Background: an optimization exercise with open tools, aiming at small area, a short achievable clock period and few clock cycles per item. Do not read the settings as production practice. No functional check of the RTL was part of this run. No activity file was given, so power comes from the tool's default toggle rates.

==> flow/design.v <==
module SME ( clk, reset, chardata, isstring, ispattern, valid, match, match_index);
input clk;
input reset;
input [7:0] chardata;
input isstring;
input ispattern;
output valid;
output match;
output [4:0] match_index;
reg valid;
reg match;
reg [4:0] match_index;
reg [7:0] s [0:31];
reg [5:0] len;           
reg       str_q;         
integer n;
always @(posedge clk) begin
	if (isstring) begin
		for (n = 0; n < 31; n = n + 1)
			s[n] <= s[n+1];
		s[31] <= chardata;
		len <= str_q ? len + 6'd1 : 6'd1;
	end
end
wire in_car  = (chardata == 8'h5E);
wire in_dol  = (chardata == 8'h24);
wire in_dot  = (chardata == 8'h2E);
wire in_star = (chardata == 8'h2A);
wire [7:0] c_eff = (in_car | in_dol) ? 8'h20 : chardata;
reg [31:0] eq_q;         
reg        lit_q, dot_q, car_q, dol_q, star_q;
reg        pat_q;        
integer j;
always @(posedge clk) begin
	for (j = 0; j < 32; j = j + 1)
		eq_q[j] <= (s[j] == c_eff);
	lit_q  <= !(in_car | in_dol | in_dot | in_star);
	dot_q  <= in_dot;
	car_q  <= in_car;
	dol_q  <= in_dol;
	star_q <= in_star;
end
reg  [32:0] m;
reg  [4:0]  base;        
reg         starred;     
wire [5:0] lo = 6'd32 - len;
reg  [31:0] v;           
always @(*) begin
	for (j = 0; j < 32; j = j + 1)
		v[j] = (j >= lo);
end
reg [32:0] pre;
always @(*) begin
	pre[0] = m[0];
	for (j = 1; j < 33; j = j + 1)
		pre[j] = pre[j-1] | m[j];
end
wire [4:0] base_nxt = (lit_q | dot_q) ? base - 5'd1 : base;
reg [32:0] x;
always @(*) begin
	for (j = 0; j < 32; j = j + 1)
		x[j] = m[j] & ((lit_q & eq_q[j]) | dot_q | (dol_q & eq_q[j]) | star_q |
		               (car_q & (j == 0 || !m[j-1] || eq_q[j-1])));
	x[32] = m[32] & (dol_q | star_q);
end
wire        cons  = lit_q | dot_q;
wire [32:0] m_nxt = cons ? {x[31:0], 1'b0} : star_q ? pre : x;
reg [15:0] a2; reg [7:0] a4; reg [3:0] a8; reg [1:0] a16;
reg [31:0] i1;  reg [31:0] i2; reg [31:0] i4; reg [31:0] i8; reg [4:0] fs;
always @(*) begin
	i1 = 32'd0; i2 = 32'd0; i4 = 32'd0; i8 = 32'd0;
	for (j = 0; j < 16; j = j + 1) begin             
		a2[j] = x[2*j] | x[2*j+1];
		i1[j] = !x[2*j] & x[2*j+1];
	end
	for (j = 0; j < 8; j = j + 1) begin              
		a4[j] = a2[2*j] | a2[2*j+1];
		i2[2*j]   = a2[2*j] ? i1[2*j] : i1[2*j+1];
		i2[2*j+1] = !a2[2*j] & a2[2*j+1];
	end
	for (j = 0; j < 4; j = j + 1) begin              
		a8[j] = a4[2*j] | a4[2*j+1];
		i4[3*j]   = a4[2*j] ? i2[4*j]   : i2[4*j+2];
		i4[3*j+1] = a4[2*j] ? i2[4*j+1] : i2[4*j+3];
		i4[3*j+2] = !a4[2*j] & a4[2*j+1];
	end
	for (j = 0; j < 2; j = j + 1) begin              
		a16[j] = a8[2*j] | a8[2*j+1];
		i8[4*j]   = a8[2*j] ? i4[6*j]   : i4[6*j+3];
		i8[4*j+1] = a8[2*j] ? i4[6*j+1] : i4[6*j+4];
		i8[4*j+2] = a8[2*j] ? i4[6*j+2] : i4[6*j+5];
		i8[4*j+3] = !a8[2*j] & a8[2*j+1];
	end
	fs[0] = a16[0] ? i8[0] : i8[4];
	fs[1] = a16[0] ? i8[1] : i8[5];
	fs[2] = a16[0] ? i8[2] : i8[6];
	fs[3] = a16[0] ? i8[3] : i8[7];
	fs[4] = !a16[0] & a16[1];
end
wire [2:0] lo_sum = {1'b0, fs[1:0]} + {1'b0, base[1:0]};
wire [2:0] hi0 = fs[4:2] + base[4:2];
wire [2:0] hi1 = fs[4:2] + base[4:2] + 3'd1;
wire [4:0] cand = {lo_sum[2] ? hi1 : hi0, lo_sum[1:0]};
always @(posedge clk) begin
	if (pat_q) begin
		m    <= m_nxt;
		base <= base_nxt;
	end else begin
		m    <= {1'b0, v};
		base <= len[4:0];
	end
end
always @(posedge clk or posedge reset) begin
	if (reset) begin
		str_q   <= 1'b0;
		pat_q   <= 1'b0;
		starred <= 1'b0;
		valid   <= 1'b0;
	end else begin
		str_q   <= isstring;
		pat_q   <= ispattern;
		starred <= pat_q & (starred | star_q);
		valid   <= pat_q & !ispattern;
	end
end
always @(posedge clk) begin
	match <= |x;
	if (!starred)
		match_index <= cand;
end
endmodule
==> flow/run.sh <==
#!/bin/bash
# synth_recipe.tcl (not shown) runs the flow's synth.tcl, then flattens the netlist and writes it again
# the make line also repeats each setting of config.mk as NAME=value (left out here)
make -C /OpenROAD-flow-scripts/flow DESIGN_CONFIG=/design/flow/config.mk WORK_HOME=/design/flow/orfs CLKGATE_MAP_FILE= SYNTH_SCRIPT=/design/flow/synth_recipe.tcl finish
==> flow/config.mk <==
export PLATFORM = sky130hd
export DESIGN_NAME = SME
export DESIGN_NICKNAME = SME
export VERILOG_FILES = /design/flow/design.v
export SDC_FILE = /design/flow/constraint.sdc
export NUM_CORES = 4
export LEC_CHECK = 0
export CAP_MARGIN = 20
export CORE_MARGIN = 2
export CORE_UTILIZATION = 40
export CTS_CLUSTER_DIAMETER = 120
export CTS_CLUSTER_SIZE = 24
export SETUP_SLACK_MARGIN = 5
export SLEW_MARGIN = 20
==> flow/constraint.sdc <==
create_clock -name core_clock -period 8.0 [get_ports {clk}]
set_input_delay 1.6000 -clock core_clock [delete_from_list [all_inputs] [get_ports {clk}]]
set_output_delay 1.6000 -clock core_clock [all_outputs]
set_load 0.01 [all_outputs]
==> out/metrics.csv <==
stage;metric;value;unit
outcome;outcome;finished clean;
drt;ant_nets;0;
place;placed_cell_area;0.0166;mm2
sta;finalCriticalPeriod;3.52;ns
synth;ys_ff_latch;347;
drt;drc;0;
sta;whs;0.466;ns
global_route;grt_overflow_total;0;
place;portBuffers;18;
setup_path;end_kind;register;
final_layout;fin_util;48.0;%
drt;route.met2.wl;17.3;mm
drt;dr.pass1.iters;8;
clocking;htree_levels;1;
floorplan;rows;72;
synth;syn_inst;1248;
clocking;cts_tree;built;
synth;syn_area_per_cell;12.6;um2
setup_path;critPathLaunchType;register;
power;ir_drop;0.000132;V
synth;yosys.area_share.simple;10.8;%
drt;wl_met3;2.33;mm
synth;netlist_area;0.0157;mm2
min_path;hold_class;register to register;
power;p_sw_share;24.4;%
synth;synth_mux_area_share;0.0718;%
drt;drt-total-wl;37.5;mm
setup_path;critPathKind;register to register;
drt;dr.max_layer_used;met4;
floorplan;die_w;202;um
clocking;cts_buffers;18;
floorplan;dieHeight;202;um
clocking;cts.sinks;347;
sta;worst_clock_skew;0.0348;ns
synth;synth_top_area_share;52.3;%
synth;synth_top_cell_by_area;edfxtp_1;
sta;fmax;284;MHz
global_route;antenna_found_initial;0;
synth;yosysUniqueCellTypes;67;
clocking;cts.root.buffer_cell;clkbuf_16;
floorplan;io_pins;19;
sta;min_period_over_period;44.0;%
final_layout;seq_area;0.00971;mm2
drt;wl_met1;17.1;mm
global_route;grt_use_total;17.6;%
global_route;grt_pass1_vias;9639;
final_layout;area_growth;18.2;%
flow_run;max-cap-violations;0;
sta;hold_viol;0;
setup_path;arrival;3.82;ns
power;p_leak;6.34;nW
drt;vias_per_cell;5.54;
global_route;grt_max_degree;178;
power;seq_power_share;59.9;%
synth;synth_flop_cell;edfxtp_1;
synth;synth_adder_area_share;0.893;%
synth;synthTopCellsByArea;edfxtp_1 52%, xnor2_1 11%, dfxtp_1 8.9%;
sta;max_slew_margin;31.8;%
synth;synth-compound-area-share;9.02;%
power;power_frac_clock;28.6;%
floorplan;core;0.0386;mm2
synth;synth_top_family_by_area;XOR/XNOR gates;
power;internal-power;2.71;mW
sta;rsz0062_at_grt;yes;
setup_path;required;8.30;ns
sta;fin_setup_tns;0;ns
sta;setup_viol;0;
synth;async_reset_ff_share;1.15;%
synth;yosysSeqAreaShare;61.8;%
clocking;cts_hold_buffers;0;
sta;tightest_slew;1.02;ns
place;place.gp.congestion;0.905;
synth;synth_edf_count;273;
power;pwr_density_cell;193;mW/mm2
final_layout;stdcell_area;0.0185;mm2
global_route;grt_pass1_wl;56.1;mm
drt;initialDrtViolationCount;1076;
floorplan;start_util;40.6;%
power;netSwitchingPower;872;uW
drt;wire_per_inst;20.4;um
drt;dr_total_vias;10200;
clocking;cts.clk_slew.worst_paths;0.11;ns
clocking;clk_latency;0.53;ns
final_layout;drive_gt1_share;17.2;%
setup_path;path_max_fanout;5;
sta;slew_violations;0;
synth;synth-xor-area-share;15.4;%
power;p_comb_share;11.5;%
synth;yosysWarnings;4;
final_layout;num_antenna_cells;0;
clocking;clk_path_buf_depth;3;
final_layout;nFillCells;3384;
final_layout;multi_input_area;0.00634;mm2
floorplan;dieArea;0.0408;mm2
final_layout;final_nets;1333;
synth;synth_fp_nets;1270;
place;dp_hpwl;21.8;mm
cells by family after synthesis:
logic type	after synthesis
XOR/XNOR	275
AO/OA/AOI/OAI	212
flip-flops	347
AND/OR/NAND/NOR	321
multiplexers	1
adder cells (fa/ha/maj)	10
buffers and inverters	82
layout make-up:
type / instances / share of cell area [%]
clock buffer: 30 / 2.79
clock inverter: 2 / 0.0810
tap: 518 / 3.50
inverter: 19 / 0.385
multi-input combinational: 823 / 34.2
sequential: 347 / 52.4
timing repair buffer: 102 / 6.64
cell usage in the layout (no fill, tap or decap), types with 39 or more instances in the layout:
master	count
xnor2_1	165
nand3_1	45
o21ai_0	56
o211ai_1	51
xnor2_2	39
edfxtp_1	273
buf_4	51
nand2_1	72
xor2_1	69
dfxtp_1	66
state kept, by name (all words and copies together), names as in the netlist:
| register | flops |
|---|---|
| s | 256 |
| eq_q | 32 |
| str_q | 1 |
| car_q | 1 |
| match | 1 |
| m | 33 |
| pat_q | 1 |
| dol_q | 1 |
| star_q | 1 |
| base | 5 |
| match_index | 5 |
| len | 6 |
| valid | 1 |
| lit_q | 1 |
| starred | 1 |
| dot_q | 1 |
repair_timing:
item | in CTS | in global routing
gates cloned | 8 | 7
setup buffers | 32 | 29
gates resized for setup | 94 | 61
pin swaps | 43 | 51
endpoints found under the setup margin | 45 | 41
power groups by stage:
| stage | sequential (mW) | clock, mW | combinational, mW |
|---|---|---|---|
| after global routing | 2.16 | 1.12 | 0.446 |
| after detailed placement | 2.18 | 0 | 0.357 |
| after CTS | 2.14 | 1.05 | 0.392 |
| final | 2.14 | 1.02 | 0.411 |
| after floorplan | 2.16 | 0 | 0.257 |
| after global placement | 2.18 | 0 | 0.352 |
worst paths after layout:
check	startpoint	endpoint	slack (ns)	depth (start not counted)
setup / recovery	lit_q	match_index[3]	4.48	15
setup reg to reg	lit_q	match_index[3]	4.48	15
min in group asynchronous	reset	str_q	1.24	2
hold / removal	s[2][5]	s[1][5]	0.47	0
hold reg to reg	s[2][5]	s[1][5]	0.47	0
max in group asynchronous	reset	pat_q	6.60	2
synthesized netlist by cell type, types with 5 or more instances:
cell	n
o21a_1	5
nand2b_1	14
buf_1	9
edfxtp_1	273
clkbuf_1	46
or4_1	6
a21oi_1	33
xor2_1	70
xnor2_1	205
nor2b_1	32
a21o_1	8
nand2_1	74
buf_2	7
inv_1	19
a211oi_1	5
dfxtp_1	70
nor3_1	42
nand3_1	45
o211ai_1	51
o221ai_1	9
nor2_1	33
or3_1	6
ha_1	8
o21ai_0	57
and2_1	10
nor4_1	5
nand4_1	33
worst max-delay path, cell delays in order (launching register included):
cell,delay (ns)
dfxtp_4,0.36
buf_12,0.12
or2_4,0.25
buf_6,0.14
a21oi_4,0.14
a21boi_2,0.09
or4_4,0.56
nor4_4,0.19
a21oi_2,0.09
o21a_1,0.20
ha_2,0.18
inv_2,0.05
fa_1,0.39
inv_2,0.09
ha_4,0.19
mux2_4,0.24
per-stage QoR:
step                setup WS (ns)  total power, mW  instances
global placement             3.38             2.53       1733
floorplan                    4.39             2.42       1248
finish                       4.48             3.58       1841
CTS                          4.30             3.59       1805
detailed placement           3.24             2.54       1733
global route                 4.34             3.72       1841
layer usage:
metal | global-route usage [%] | vias to the layer above
met3 | 2.35 | 58
met2 | 28.1 | 364
met5 | 0 | -
li1 | - | 4675
met4 | 3.73 | 0
met1 | 25.8 | 5107

-- afterwards: timing with drivers on the ports --
In the flow no input, the clock included, has a driving cell. The finished layout below was timed again as built, in two steps.
Step 1 assumes that a clkbuf_16 drives the clock port and a buf_2 every other input.
Step 2 times the ports against the registers' clock, not the clock port: input delays grow and output delays shrink by t, the midpoint of the rising clock arrivals with the driver on.
Slacks: ideal ports / drivers / drivers and shift; pairs: ideal ports / drivers.
shift t [ns]: 0.563
setup slack, ns: 4.476 / 4.476 / 4.476
slew at the worst register clock pin (ns): 0.11 / 0.11
After both steps this run still meets setup and hold. The setup slack of this run moves by 0.000 ns with the drivers and by 0.000 ns with both steps.
